Source: an optimization exercise on an open RTL-to-GDS flow (aim: small area, a short achievable clock period and few clock cycles per item). Production flows keep margins and buffers that such runs may drop. No run shown here included a check of the RTL's function; only the layout flow was run. Power is estimated from default activity; no workload was simulated.

==> design/flow/design.v <==
module cmpsub #(parameter W=32) (input [W-1:0] a, input [W-1:0] b, output [W-1:0] cv, output c);
wire [W-1:0] g0 = a & ~b;
wire [W-1:0] t = a | ~b;
wire ng1 = g0[1] | (t[1] & t[0]);
wire ng2 = g0[3] | (t[3] & g0[2]);
wire np2 = t[3] & t[2];
wire ng3 = g0[5] | (t[5] & g0[4]);
wire np3 = t[5] & t[4];
wire ng4 = g0[7] | (t[7] & g0[6]);
wire np4 = t[7] & t[6];
wire ng5 = g0[9] | (t[9] & g0[8]);
wire np5 = t[9] & t[8];
wire ng6 = g0[11] | (t[11] & g0[10]);
wire np6 = t[11] & t[10];
wire ng7 = g0[13] | (t[13] & g0[12]);
wire np7 = t[13] & t[12];
wire ng8 = g0[15] | (t[15] & g0[14]);
wire np8 = t[15] & t[14];
wire ng9 = g0[17] | (t[17] & g0[16]);
wire np9 = t[17] & t[16];
wire ng10 = g0[19] | (t[19] & g0[18]);
wire np10 = t[19] & t[18];
wire ng11 = g0[21] | (t[21] & g0[20]);
wire np11 = t[21] & t[20];
wire ng12 = g0[23] | (t[23] & g0[22]);
wire np12 = t[23] & t[22];
wire ng13 = g0[25] | (t[25] & g0[24]);
wire np13 = t[25] & t[24];
wire ng14 = g0[27] | (t[27] & g0[26]);
wire np14 = t[27] & t[26];
wire ng15 = g0[29] | (t[29] & g0[28]);
wire np15 = t[29] & t[28];
wire ng16 = g0[31] | (t[31] & g0[30]);
wire np16 = t[31] & t[30];
wire ng17 = ng2 | (np2 & ng1);
wire ng18 = ng4 | (np4 & ng3);
wire np18 = np4 & np3;
wire ng19 = ng6 | (np6 & ng5);
wire np19 = np6 & np5;
wire ng20 = ng8 | (np8 & ng7);
wire np20 = np8 & np7;
wire ng21 = ng10 | (np10 & ng9);
wire np21 = np10 & np9;
wire ng22 = ng12 | (np12 & ng11);
wire np22 = np12 & np11;
wire ng23 = ng14 | (np14 & ng13);
wire np23 = np14 & np13;
wire ng24 = ng16 | (np16 & ng15);
wire np24 = np16 & np15;
wire ng25 = ng18 | (np18 & ng17);
wire ng26 = ng20 | (np20 & ng19);
wire np26 = np20 & np19;
wire ng27 = ng22 | (np22 & ng21);
wire np27 = np22 & np21;
wire ng28 = ng24 | (np24 & ng23);
wire np28 = np24 & np23;
wire ng29 = ng26 | (np26 & ng25);
wire ng30 = ng28 | (np28 & ng27);
wire np30 = np28 & np27;
wire ng31 = ng30 | (np30 & ng29);
wire ng32 = ng27 | (np27 & ng29);
wire ng33 = ng19 | (np19 & ng25);
wire ng34 = ng21 | (np21 & ng29);
wire ng35 = ng23 | (np23 & ng32);
wire ng36 = ng3 | (np3 & ng17);
wire ng37 = ng5 | (np5 & ng25);
wire ng38 = ng7 | (np7 & ng33);
wire ng39 = ng9 | (np9 & ng29);
wire ng40 = ng11 | (np11 & ng34);
wire ng41 = ng13 | (np13 & ng32);
wire ng42 = ng15 | (np15 & ng35);
wire ng43 = g0[2] | (t[2] & ng1);
wire ng44 = g0[4] | (t[4] & ng17);
wire ng45 = g0[6] | (t[6] & ng36);
wire ng46 = g0[8] | (t[8] & ng25);
wire ng47 = g0[10] | (t[10] & ng37);
wire ng48 = g0[12] | (t[12] & ng33);
wire ng49 = g0[14] | (t[14] & ng38);
wire ng50 = g0[16] | (t[16] & ng29);
wire ng51 = g0[18] | (t[18] & ng39);
wire ng52 = g0[20] | (t[20] & ng34);
wire ng53 = g0[22] | (t[22] & ng40);
wire ng54 = g0[24] | (t[24] & ng32);
wire ng55 = g0[26] | (t[26] & ng41);
wire ng56 = g0[28] | (t[28] & ng35);
wire ng57 = g0[30] | (t[30] & ng42);
assign cv[0] = 1'b1;
assign cv[1] = t[0];
assign cv[2] = ng1;
assign cv[3] = ng43;
assign cv[4] = ng17;
assign cv[5] = ng44;
assign cv[6] = ng36;
assign cv[7] = ng45;
assign cv[8] = ng25;
assign cv[9] = ng46;
assign cv[10] = ng37;
assign cv[11] = ng47;
assign cv[12] = ng33;
assign cv[13] = ng48;
assign cv[14] = ng38;
assign cv[15] = ng49;
assign cv[16] = ng29;
assign cv[17] = ng50;
assign cv[18] = ng39;
assign cv[19] = ng51;
assign cv[20] = ng34;
assign cv[21] = ng52;
assign cv[22] = ng40;
assign cv[23] = ng53;
assign cv[24] = ng32;
assign cv[25] = ng54;
assign cv[26] = ng41;
assign cv[27] = ng55;
assign cv[28] = ng35;
assign cv[29] = ng56;
assign cv[30] = ng42;
assign cv[31] = ng57;
assign c = ng31;
endmodule
module vector_divider #(
    parameter RAM_SIZE = 10,
    parameter N = 5,
    parameter NBITS = 32
)(
    input clock,
    input reset,
    output [RAM_SIZE-1:0] Addr,
    output [NBITS-1:0] Wdata,
    input [NBITS-1:0] Rdata,
    input [RAM_SIZE-1:0] Ndata,
    output Wenable,
    input startvd,
    output reg busyvd
);
localparam RX = 4;            
localparam XW = 32 + RX;      
localparam [3:0] IDLE = 4'b1000,
                 P1   = 4'b1001,    
                 P2   = 4'b1010,    
                 E    = 4'b1011,    
                 C1   = 4'b0000,    
                 C2   = 4'b1100,    
                 W1   = 4'b1101,    
                 D1   = 4'b0100,    
                 W2   = 4'b0101;    
reg [3:0] state, nstate;
reg first;
reg [8:0] h;
reg [31:0] R, Q;
reg [XW-1:0] X;
reg [5:0] j;
wire [31:0] cv;
wire nb;
cmpsub #(.W(32)) u_sub (.a(R), .b(X[31:0]), .cv(cv), .c(nb));
wire ge = nb & ~|X[XW-1:32];
wire ph1 = (state == D1) | (state == P1);
wire shl = ge & ~j[5];                  
wire [8:0] h1 = h + 9'd1;
wire last = (h1 == Ndata[8:0]);         
wire done2 = (j == 6'd0);
wire alo = state[3];
wire we = state[2];
assign Addr = {we ? h : h1, alo};
assign Wdata = alo ? R : Q;
assign Wenable = we & ~first;
always @(*) begin
    nstate = state;
    case (state)
        IDLE: if (startvd) nstate = C1;
        C1:   nstate = C2;
        C2:   nstate = D1;
        D1:   nstate = shl ? P1 : E;
        P1:   if (!shl) nstate = P2;
        P2:   if (done2) nstate = last ? W1 : C1;
        E:    nstate = last ? W1 : C1;
        W1:   nstate = W2;
        W2:   nstate = IDLE;
        default: nstate = IDLE;
    endcase
end
always @(posedge clock) begin
    if (reset) begin
        state <= IDLE;
        h <= 9'h1ff;
        first <= 1'b0;
        busyvd <= 1'b0;
    end else begin
        state <= nstate;
        busyvd <= (nstate != IDLE);
        if (state == IDLE && startvd)
            first <= 1'b1;
        if (state == D1) begin
            h <= h1;
            first <= 1'b0;
        end
        if (state == W2)
            h <= 9'h1ff;
    end
end
always @(posedge clock) begin
    if (state == C1)
        X <= {{RX-1{1'b0}}, Rdata, 1'b0};
    else if (ph1 && shl)
        X <= {X[XW-1-RX:0], {RX{1'b0}}};
    else
        X <= {1'b0, X[XW-1:1]};
    if (state == C2)
        R <= Rdata;
    else
        R <= R ^ ({32{(state == P2) & ge}} & ~(X[31:0] ^ cv));
    if (state == D1)
        Q <= 32'd0;
    else if (state == P2)
        Q <= {Q[30:0], ge};
    if (state == C1)
        j <= 6'd1;
    else if (ph1 && shl)
        j <= j + RX;
    else
        j <= j - 6'd1;
end
endmodule
==> design/flow/flow/run.sh <==
#!/bin/bash
cd "$(dirname "$0")/.."
export BUFFER_PORTS_ARGS="-buffer_cell sky130_fd_sc_hd__buf_1"
export CTS_ARGS="-sink_clustering_enable -repair_clock_nets -buf_list sky130_fd_sc_hd__clkbuf_8 -dont_use_dummy_load"
export REMOVE_ABC_BUFFERS=1
bash standard.sh > standard_run.log 2>&1
==> design/flow/standard.sh <==
#!/bin/bash
# synth_recipe.tcl (not shown) runs the flow's synth.tcl, then flattens the netlist and writes it again
# the make line also repeats each setting of config.mk as NAME=value (left out here)
make -C /OpenROAD-flow-scripts/flow DESIGN_CONFIG=/design/flow/config.mk WORK_HOME=/design/flow/orfs CLKGATE_MAP_FILE= SYNTH_SCRIPT=/design/flow/synth_recipe.tcl "${@:-finish}"
==> design/flow/config.mk <==
export PLATFORM = sky130hd
export DESIGN_NAME = vector_divider
export DESIGN_NICKNAME = vector_divider
export VERILOG_FILES = /design/flow/design.v
export SDC_FILE = /design/flow/constraint.sdc
export NUM_CORES = 4
export LEC_CHECK = 0
export CAP_MARGIN = 20
export CORE_MARGIN = 2
export CORE_UTILIZATION = 40
export CTS_BUF_LIST = sky130_fd_sc_hd__clkbuf_8
export SETUP_SLACK_MARGIN = 1.3
export SLEW_MARGIN = 20
==> design/flow/constraint.sdc <==
create_clock -name core_clock -period 4.5 [get_ports {clock}]
set_input_delay 0.9000 -clock core_clock [delete_from_list [all_inputs] [get_ports {clock}]]
set_output_delay 0.9000 -clock core_clock [all_outputs]
set_load 0.01 [all_outputs]
==> flow_metrics.py, run 1 <==
metrics = {
    "synthesis": {
        "synth_top_area_cell": "dfxtp_1",
        "synth_edf_count": 0,
        "syn_inst": 863,
        "synth-main-ff-cell": "dfxtp_1",
        "synth_most_common_cell": "nand2_1",
        "yosysWarnings": 1,
        "ys_seq_area_frac": 0.357,
        "synthDistinctLibCells": 61,
        "synth_area_um2": 6790,
        "synth_area_leaders": "dfxtp_1 36%, nand2_1 9.7%, xnor2_1 8.0%, mux2_2 5.5%, a21oi_1 4.2%",
        "synth_area_per_cell_um2": 7.86,
        "synth_top_area_frac": 0.357,
        "synth_common_cells": "175 x nand2_1, 121 x dfxtp_1, 62 x xnor2_1",
        "async_flop_share": 0,
        "yosys_register_bits": 121,
    },
    "run_status": {
        "status": "finished clean",
    },
    "clocking": {
        "clkTransAtPathRegs_ps": 70,
        "cts_buffers": 17,
        "cts_tree": "done",
        "clock-sinks": 121,
        "htreeDepth": 4,
        "clock_tree.root_cell": "clkbuf_8",
        "clk_latency_ps": 440,
        "cts_buffer_depth": 2,
    },
    "timing": {
        "finClkSkew_ps": 14.8,
        "fin_crit_sh": 0.712,
        "rsz0062_at_grt": "true",
        "setup_viol": 0,
        "worst_slew_pin_slew_ps": 971,
        "clock.fmax_mhz": 312,
        "slew_headroom": 0.351,
        "min_period_ps": 3200,
        "fin_ws_ps": 1300,
        "hold_violations": 0,
        "drv_slew": 0,
    },
    "drt": {
        "first_iter_violations": 399,
        "firstDrtPassIters": 5,
        "drc": 0,
        "antenna_left": 0,
        "vias_per_cell": 5.17,
        "routed_wl_mm": 18.5,
        "vias": 6067,
        "wl_per_cell_um": 15.8,
    },
    "critical_path": {
        "critical_path_arrival_ps": 3570,
        "required_ps": 4870,
        "end_kind": "flop",
        "reg2regPathDepth": 12,
        "cpMaxStageDelayCell": "or2_4",
        "path_buf_inv": 1,
        "regToRegStartpoint": "X[2]$_DFF_P_",
        "cp-start-kind": "flop",
        "cp_max_fo": 6,
        "crit_chain": "nand2b_4 -> maj3_2 -> o41a_1 -> o31a_1 -> o21ba_4 -> o221a_4 -> o21ai_4 -> a31oi_4 -> or2_4 -> buf_6 -> or3_1 -> a31oi_1",
        "path_delay_family": "compound AO/OA/AOI/OAI gates",
        "r2r-end": "R[27]$_DFF_P_",
        "critPathKind": "flop to flop",
        "rrSetupSlack_ps": 1300,
        "max_stage_delay_ps": 400,
    },
    "layout": {
        "diodes": 0,
        "multi_input_area_um2": 4190,
        "finish.utilization": 0.483,
        "syn_to_final_growth_pct": 18.0,
        "drive_gt1_frac": 0.153,
        "fill_cells": 1726,
        "seq_area_um2": 2440,
        "layout.nets": 1005,
    },
    "pwr": {
        "p_leak_nw": 3.03,
        "p_per_area_nw_per_um2": 663,
        "peakVddDrop_uv": 238,
        "power.total_mw": 5.31,
    },
    "grt": {
        "grt_pass1_wl_mm": 28.8,
        "grt_pass1_vias": 5452,
        "grt_max_degree": 42,
        "grt.total_usage": 0.203,
        "overflow": 0,
        "antenna_found_initial": 0,
    },
    "die": {
        "die_area_um2": 18000,
        "die_h_um": 134,
        "coreArea_um2": 16600,
        "rows": 47,
        "die_w_um": 134,
        "ioPinCount": 89,
        "start_util": 0.409,
    },
    "run": {
        "cap_violations": 0,
    },
    "worst_hold_path": {
        "hold_class": "flop to flop",
        "hp-start": "Q[31]$_SDFFE_PP0P_",
        "min_path_cells": 2,
        "hold_end": "Q[31]$_SDFFE_PP0P_",
    },
    "placement": {
        "gp_congestion": 0.836,
        "place_hpwl_mm": 12.0,
        "io_buffers": 87,
        "place_ws_ps": 744,
    },
}
## kinds of logic after synthesis
kind of cell / count (synthesis) / synth area share
buffers and inverters: 87 / 0.0546
AOI/OAI and AO/OA: 182 / 0.169
muxes: 35 / 0.0577
xor gates and xnor gates: 84 / 0.108
DFF: 121 / 0.357
adders and majority gates: 24 / 0.0371
and+or+nand+nor: 330 / 0.216
## per-stage QoR
stage	cell area (µm²)	cells	setup TNS (ps)	hold WS (ps)
detailed placement	7270	1131	0	435
global route	8010	1174	0	475
global placement	7270	1131	0	435
finish	8010	1174	0	457
floorplan	6560	814	-112830	422
CTS	7700	1164	0	456
## sequential cells by signal, indices dropped and copies added, names as in the netlist
signal,cells
Q,32
R,32
X,36
busyvd,1
first,1
h,9
j,6
state,4
## layout make-up
class                           count  area share
Timing Repair Buffer              123      0.0914
Tap cell                          220      0.0344
Inverter                           38      0.0178
Sequential cell                   121       0.304
Multi-Input combinational cell    655       0.523
Clock buffer                       17      0.0292
## placed cells by master, fill, tap and decap left out, types with 7 or more instances in the layout
cell      count
nor2b_1      17
buf_1        87
mux2_2       33
nor2_1       43
o21ai_1      21
inv_1        35
nor2_2       14
buf_4        24
nand3_1      13
nand2_1     175
nor2_4       13
clkbuf_8     17
nand2b_1     15
a22oi_1      30
xor2_1       22
maj3_1       17
dfxtp_2       7
nor3_1        7
o21ai_0      26
dfxtp_1     112
xnor2_1      60
a21oi_1      57
or3_1        10
## what timing repair did
item	in CTS	in global routing
gates cloned	1	4
setup buffers	15	6
hold buffers	0	0
endpoints found under the setup margin	76	70
endpoints found under the hold margin	0	0
resized for setup	17	49
pin swaps	8	22
## how the worst max path moves through the flow
stage | from | endpoint | slack [ps] | cells past startpoint
floorplan | X[0]$_SDFF_PP0_ | j[0]$_SDFFE_PP1N_ | -3140 | 11
global placement | X[0]$_SDFF_PP0_ | R[20]$_DFF_P_ | 780 | 13
detailed placement | X[0]$_SDFF_PP0_ | R[13]$_DFF_P_ | 740 | 13
CTS | X[2]$_DFF_P_ | R[27]$_DFF_P_ | 1310 | 12
global route | X[2]$_DFF_P_ | j[4]$_SDFF_PP0_ | 1220 | 13
finish | X[2]$_DFF_P_ | R[27]$_DFF_P_ | 1300 | 12
## tightest hold or removal path, cell delays in order, from the launching register on
cell     delay (ps)
dfxtp_1         300
nand2_1          50
a21oi_1          60
## layer usage
layer / up-vias / global-route usage / wire length (µm)
li1: 3090 / - / -
met3: 13 / 0.0438 / 781
met1: 2844 / 0.277 / 9060
met5: - / 0 / 0
met4: 0 / 0.0456 / 148
met2: 120 / 0.329 / 8540
## power by group
part           internal (mW)  leakage [nW]  switching, mW  total, mW
Clock                  0.332         0.122          0.382      0.714
Combinational           1.31          1.91           1.39       2.70
Sequential              1.42          1.00          0.483       1.90
==> run 2, diff against run 1 <==
--- a/design/flow/config.mk
+++ b/design/flow/config.mk
@@ -8,6 +8,5 @@
 export CAP_MARGIN = 20
 export CORE_MARGIN = 2
 export CORE_UTILIZATION = 40
-export CTS_BUF_LIST = sky130_fd_sc_hd__clkbuf_8
-export SETUP_SLACK_MARGIN = 1.3
+export SETUP_SLACK_MARGIN = 1.0
 export SLEW_MARGIN = 20
==> flow_metrics.py, run 2 <==
metrics = {
    "grt": {
        "grt_max_degree": 42,
        "grt_pass1_wl_mm": 28.5,
        "grt.total_usage": 0.201,
        "overflow": 0,
        "antenna_found_initial": 0,
        "grt_pass1_vias": 5414,
    },
    "drt": {
        "wl_per_cell_um": 15.3,
        "first_iter_violations": 419,
        "drc": 0,
        "antenna_left": 0,
        "firstDrtPassIters": 4,
        "vias_per_cell": 5.11,
        "vias": 5927,
        "routed_wl_mm": 17.7,
    },
    "timing": {
        "hold_slack_ps": 455,
        "slew_headroom": 0.386,
        "drv_slew": 0,
        "finClkSkew_ps": 15.7,
        "hold_violations": 0,
        "setup_viol": 0,
        "rsz0062_at_grt": "false",
        "min_period_ps": 3350,
        "clock.fmax_mhz": 298,
        "worst_slew_pin_slew_ps": 919,
        "fin_crit_sh": 0.745,
    },
    "pwr": {
        "p_per_area_nw_per_um2": 657,
        "internal_power_mw": 2.93,
        "p_sw_mw": 2.12,
        "p_leak_nw": 2.89,
        "p_sw_frac": 0.420,
        "peakVddDrop_uv": 235,
        "seqPwrFrac": 0.374,
        "clockPowerShare": 0.141,
        "comb_power_share": 0.485,
    },
    "critical_path": {
        "end_kind": "flop",
        "cp-start-kind": "flop",
        "critPathKind": "flop to flop",
        "regToRegStartpoint": "X[2]$_DFF_P_",
        "reg2regPathDepth": 12,
        "cpMaxStageDelayCell": "maj3_1",
        "cp_max_fo": 6,
        "max_stage_delay_ps": 360,
        "r2r-end": "R[27]$_DFF_P_",
        "rrSetupSlack_ps": 1150,
        "crit_chain": "nand2b_1 -> maj3_1 -> o41a_1 -> o31a_1 -> o21ba_2 -> o221a_4 -> o21ai_4 -> a31oi_4 -> or2_4 -> buf_4 -> or3_1 -> a31oi_1",
        "critical_path_arrival_ps": 3710,
        "startpoint": "X[2]$_DFF_P_",
        "required_ps": 4860,
    },
    "clocking": {
        "clock_tree.root_cell": "clkbuf_8",
        "clock-sinks": 121,
        "ctsHoldBuffers": 0,
        "cts_buffer_depth": 2,
        "cts_buffers": 17,
        "cts_tree": "done",
        "htreeDepth": 4,
        "clkTransAtPathRegs_ps": 70,
        "clk_latency_ps": 440,
    },
    "run": {
        "cap_violations": 0,
    },
    "die": {
        "ioPinCount": 89,
        "die_w_um": 134,
        "rows": 47,
        "start_util": 0.409,
        "die_area_um2": 18000,
        "coreArea_um2": 16600,
        "die_h_um": 134,
    },
    "placement": {
        "gp_congestion": 0.836,
        "place_hpwl_mm": 12.0,
        "io_buffers": 87,
    },
    "synthesis": {
        "synth_most_common_cell": "nand2_1",
        "synth-compound-area-share": 0.169,
        "yosys.area_share.simple": 0.216,
        "synth_area_um2": 6790,
        "ys_seq_area_frac": 0.357,
        "synth_top_area_frac": 0.357,
        "synth_common_cells": "175 x nand2_1, 121 x dfxtp_1, 62 x xnor2_1",
        "synthMuxAreaShare": 0.0577,
        "synth-xor-area-share": 0.108,
        "synth-main-ff-cell": "dfxtp_1",
        "yosysWarnings": 1,
        "synth_top_family_by_area": "simple AND/OR/NAND/NOR gates",
        "synthDistinctLibCells": 61,
        "synth_area_per_cell_um2": 7.86,
        "synth_top_area_cell": "dfxtp_1",
        "synth_area_leaders": "dfxtp_1 36%, nand2_1 9.7%, xnor2_1 8.0%, mux2_2 5.5%, a21oi_1 4.2%",
        "async_flop_share": 0,
        "synth_fa_ha_area_frac": 0.0371,
        "yosys_register_bits": 121,
        "syn_inst": 863,
        "synth_edf_count": 0,
    },
    "worst_hold_path": {
        "hp-start": "X[32]$_DFF_P_",
        "min_path_cells": 2,
        "hold_class": "flop to flop",
        "hold_end": "X[31]$_DFF_P_",
    },
    "layout": {
        "layout.nets": 990,
        "regMostFlops": "X",
        "drive_gt1_frac": 0.111,
        "final_cell_mix": "175 x nand2_1, 119 x dfxtp_1, 87 x buf_1",
        "final_common_cell": "nand2_1",
        "syn_to_final_growth_pct": 13.0,
        "reg.largest.list": "X: 36 flops, Q: 32 flops, R: 32 flops",
        "finish.utilization": 0.462,
        "diodes": 0,
        "fill_cells": 1736,
        "largest_reg_flops": 36,
    },
    "run_status": {
        "status": "finished clean",
    },
}
run 2: cell types whose count changed in the layout (fill, tap and decap cells not counted), moves of 3 or more:
cell       previous run  this run
inv_2                 3         0
inv_1                35        38
nor2_2               14        17
dfxtp_2               7         2
nor2_1               43        53
nor2_4               13         0
dfxtp_1             112       119
buf_4                24        15
clkbuf_16             4         1
run 2: metrics by stage:
stage | area, µm² | setup slack, ps | cells | power [mW] | TNS [ps]
5_1_grt | 7670 | 1010 | 1159 | 5.46 | 0
2_1_floorplan | 6560 | -3140 | 814 | 3.66 | -112830
3_3_place_gp | 7270 | 781 | 1131 | 4.22 | 0
6_report | 7670 | 1150 | 1159 | 5.04 | 0
3_5_place_dp | 7270 | 744 | 1131 | 4.24 | 0
4_1_cts | 7580 | 1030 | 1155 | 5.00 | 0
run 2: area by class of cell:
cell class | instances | area [µm²] | share of cell area
well taps | 220 | 275 | 0.0359
clock buffers | 17 | 234 | 0.0305
inverters | 38 | 143 | 0.0186
flip-flops and latches | 121 | 2420 | 0.316
multi-input cells | 655 | 4060 | 0.529
repair buffers | 108 | 534 | 0.0697
run 2: routing by layer:
| metal | global-route usage | share of wire | up-vias |
|---|---|---|---|
| met2 | 0.324 | 0.46 | 115 |
| met5 | 0 | 0 | - |
| met1 | 0.275 | 0.49 | 2748 |
| li1 | - | - | 3054 |
| met3 | 0.0446 | 0.050 | 10 |
| met4 | 0.0480 | 0.0083 | 0 |
run 2: cell families after synthesis:
| group | count (synthesis) |
|---|---|
| AND/OR/NAND/NOR | 330 |
| AO/OA/AOI/OAI | 182 |
| flip-flops | 121 |
| buffers and inverters | 87 |
| XOR/XNOR | 84 |
| multiplexers | 35 |
| adder cells (fa/ha/maj) | 24 |
run 2: worst max path at each step:
| stage | endpoint | cells past startpoint |
|---|---|---|
| final | R[27]$_DFF_P_ | 12 |
| after global routing | X[32]$_DFF_P_ | 14 |
| after CTS | X[23]$_DFF_P_ | 14 |
| after detailed placement | R[13]$_DFF_P_ | 13 |
| after global placement | R[20]$_DFF_P_ | 13 |
| after floorplan | j[0]$_SDFFE_PP1N_ | 11 |
run 2: repair_timing:
action | CTS | global route
pin swaps | 2 | 7
gates cloned | 1 | 1
gates resized for setup | 5 | 9
setup buffers | 6 | 3
setup endpoints to repair | 57 | 64
run 2: power by group through the flow:
stage	Clock (mW)	Combinational [mW]	Sequential, mW
4_1_cts	0.728	2.39	1.88
3_3_place_gp	0	2.33	1.89
2_1_floorplan	0	1.90	1.76
3_5_place_dp	0	2.34	1.90
5_1_grt	0.777	2.72	1.95
6_report	0.710	2.45	1.89
run 2: worst max-delay path, delay by kind of cell, from the launching register on:
| family | cells | cell delay [ps] |
|---|---|---|
| AO/OA/AOI/OAI | 7 | 1520 |
| AND/OR/NAND/NOR | 3 | 860 |
| adder cells (fa/ha/maj) | 1 | 360 |
| flip-flops | 1 | 350 |
| buffers and inverters | 1 | 170 |
==> run 3, diff against run 2 <==
--- a/design/flow/config.mk
+++ b/design/flow/config.mk
@@ -8,5 +8,5 @@
 export CAP_MARGIN = 20
 export CORE_MARGIN = 2
 export CORE_UTILIZATION = 40
-export SETUP_SLACK_MARGIN = 1.0
+export SETUP_SLACK_MARGIN = 1.15
 export SLEW_MARGIN = 20
==> flow_metrics.py, run 3 <==
metrics = {
    "run_status": {
        "status": "finished clean",
    },
    "drt": {
        "highest_layer": "met4",
        "firstDrtPassIters": 5,
        "wl_per_cell_um": 15.4,
        "routed_wl_mm": 18.0,
        "vias": 5997,
        "wl_met1_mm": 8.73,
        "antenna_left": 0,
        "first_iter_violations": 413,
        "vias_per_cell": 5.13,
        "wl_met2_mm": 8.35,
        "wl_met3_um": 780,
        "drc": 0,
    },
    "die": {
        "rows": 47,
        "ioPinCount": 89,
        "die_area_um2": 18000,
        "coreArea_um2": 16600,
        "start_util": 0.409,
        "die_h_um": 134,
        "die_w_um": 134,
    },
    "synthesis": {
        "synth-main-ff-cell": "dfxtp_1",
        "synth_top_area_cell": "dfxtp_1",
        "synth_area_leaders": "dfxtp_1 36%, nand2_1 9.7%, xnor2_1 8.0%, mux2_2 5.5%, a21oi_1 4.2%",
        "ys_seq_area_frac": 0.357,
        "synth_common_cells": "175 x nand2_1, 121 x dfxtp_1, 62 x xnor2_1",
        "syn_inst": 863,
        "synth_top_area_frac": 0.357,
        "synthDistinctLibCells": 61,
        "yosysWarnings": 1,
        "yosys_register_bits": 121,
        "async_flop_share": 0,
        "synth_edf_count": 0,
        "synth_most_common_cell": "nand2_1",
        "synth_area_per_cell_um2": 7.86,
        "synth_area_um2": 6790,
    },
    "critical_path": {
        "cpMaxStageDelayCell": "or2_4",
        "max_stage_delay_ps": 380,
        "critical_path_arrival_ps": 3630,
        "cp-start-kind": "flop",
        "critPathKind": "flop to flop",
        "crit_chain": "nand2b_4 -> maj3_2 -> o41a_1 -> o31a_1 -> o21ba_4 -> o221a_4 -> o21ai_4 -> a31oi_4 -> or2_4 -> buf_12 -> buf_4 -> nor2_1 -> xnor2_1 -> o21ai_1",
        "cp_max_fo": 6,
        "rrSetupSlack_ps": 1190,
        "end_kind": "flop",
        "required_ps": 4820,
    },
    "clocking": {
        "cts_buffer_depth": 2,
        "htreeDepth": 4,
        "cts_tree": "done",
        "cts_buffers": 17,
        "ctsHoldBuffers": 0,
        "clock-sinks": 121,
        "clock_tree.root_cell": "clkbuf_8",
        "clk_latency_ps": 440,
        "clkTransAtPathRegs_ps": 70,
    },
    "timing": {
        "min_period_ps": 3310,
        "fin_tns_setup_ps": 0,
        "fin_ws_ps": 1190,
        "hold_violations": 0,
        "drv_slew": 0,
        "setup_viol": 0,
        "rsz0062_at_grt": "true",
        "worst_slew_pin_slew_ps": 946,
        "clock.fmax_mhz": 302,
        "finClkSkew_ps": 17.5,
        "slew_headroom": 0.368,
        "fin_crit_sh": 0.735,
    },
    "worst_hold_path": {
        "hold_class": "flop to flop",
    },
    "layout": {
        "largest_reg_flops": 36,
        "layout.nets": 1000,
        "final_common_cell": "nand2_1",
        "finish.utilization": 0.471,
        "diodes": 0,
        "final_cell_mix": "175 x nand2_1, 112 x dfxtp_1, 87 x buf_1",
        "fin_area_um2": 7810,
        "syn_to_final_growth_pct": 15.0,
        "drive_gt1_frac": 0.134,
        "regMostFlops": "X",
        "fin_cells": 1169,
        "reg.largest.list": "X: 36 flops, Q: 32 flops, R: 32 flops",
    },
    "placement": {
        "dpl.cell_count": 1131,
        "place_ws_ps": 744,
        "place_hpwl_mm": 12.0,
        "gp_congestion": 0.836,
        "io_buffers": 87,
        "place_area_um2": 7270,
    },
    "grt": {
        "overflow": 0,
        "grt_pass1_vias": 5410,
        "grt_pass1_wl_mm": 28.6,
        "grt.total_usage": 0.202,
        "antenna_found_initial": 0,
        "grt_max_degree": 42,
    },
    "pwr": {
        "p_leak_nw": 2.96,
        "peakVddDrop_uv": 238,
        "p_per_area_nw_per_um2": 663,
    },
    "run": {
        "cap_violations": 0,
    },
}
run 3: cell counts after synthesis:
Identical to the previous run, type by type.
run 3: cells by family (layout without fill, tap and decap cells):
kind of cell	after synthesis	after routing	share of synthesized area
buffers and inverters	87	173	0.0546
AND/OR/NAND/NOR	330	330	0.216
adder cells (fa/ha/maj)	24	24	0.0371
flip-flops	121	121	0.357
multiplexers	35	35	0.0577
XOR/XNOR	84	84	0.108
AO/OA/AOI/OAI	182	182	0.169
run 3: cell type report:
type | instances | area (µm²)
fill | 1725 | 8780
inverter | 38 | 143
timing repair buffer | 118 | 634
tap | 220 | 275
multi-input combinational | 655 | 4080
clock buffer | 17 | 234
sequential | 121 | 2440
run 3: power breakdown:
| group | internal, mW | switching (mW) | leakage, nW |
|---|---|---|---|
| clock network | 0.332 | 0.381 | 0.122 |
| registers | 1.42 | 0.477 | 1.00 |
| logic | 1.27 | 1.30 | 1.83 |
| total | 3.02 | 2.16 | 2.96 |
run 3: through the flow:
step	hold WS, ps	power [mW]
final	455	5.18
after global routing	475	5.60
after CTS	456	5.03
after detailed placement	435	4.24
after global placement	435	4.22
after floorplan	422	3.66
run 3: repair_timing:
| action | 4_1_cts | 5_1_grt |
|---|---|---|
| resized for setup | 9 | 25 |
| setup endpoints to repair | 66 | 64 |
| cloned | 1 | 2 |
| pin swaps | 4 | 13 |
| endpoints found under the hold margin | 0 | 0 |
| buffers inserted | 7 | 11 |
run 3: per-layer routing:
layer,vias to the layer above,track usage
met1,2800,0.276
met3,9,0.0438
li1,3075,-
met4,0,0.0456
met5,-,0
met2,113,0.326
run 3: path summary, 6_finish.rpt:
check / end / depth (start not counted) / startpoint
setup / recovery: R[2]$_DFF_P_ / 14 / X[2]$_DFF_P_
hold reg to reg: X[32]$_DFF_P_ / 2 / X[33]$_SDFF_PP0_
setup reg to reg: R[2]$_DFF_P_ / 14 / X[2]$_DFF_P_
hold / removal: X[32]$_DFF_P_ / 2 / X[33]$_SDFF_PP0_
run 3: worst max-delay path, delay by kind of cell (launching register included):
kind,cells,cell delay (ps)
compound gates,7,1450
flops,1,360
xor+xnor,1,130
buf+inv,2,290
fa+ha+maj,1,300
simple gates,3,650

static timing again, ports no longer ideal:
The results above use ideal ports. As a check the final layouts listed here were re-extracted and re-timed, cells and wires unchanged.
Step 1 assumes that a clkbuf_16 drives the clock port and a buf_2 every other input.
Step 2 moves the port delays by t, midway between the first and last clock arrival at a register: inputs arrive t later, outputs are due t later. That takes back most of the time a late clock gives input paths.
Slacks: no drivers / after step 1 / after step 2; pairs: no drivers / after step 1.
run	t (ns)	setup slack, ns	pins driven straight from the clock port
run 1	0.474	1.297 / 1.297 / 1.297	1
run 2	0.468	1.148 / 1.148 / 1.148	1
run 3	0.474	1.191 / 1.191 / 1.191	1
After both steps every run listed still meets setup and hold.
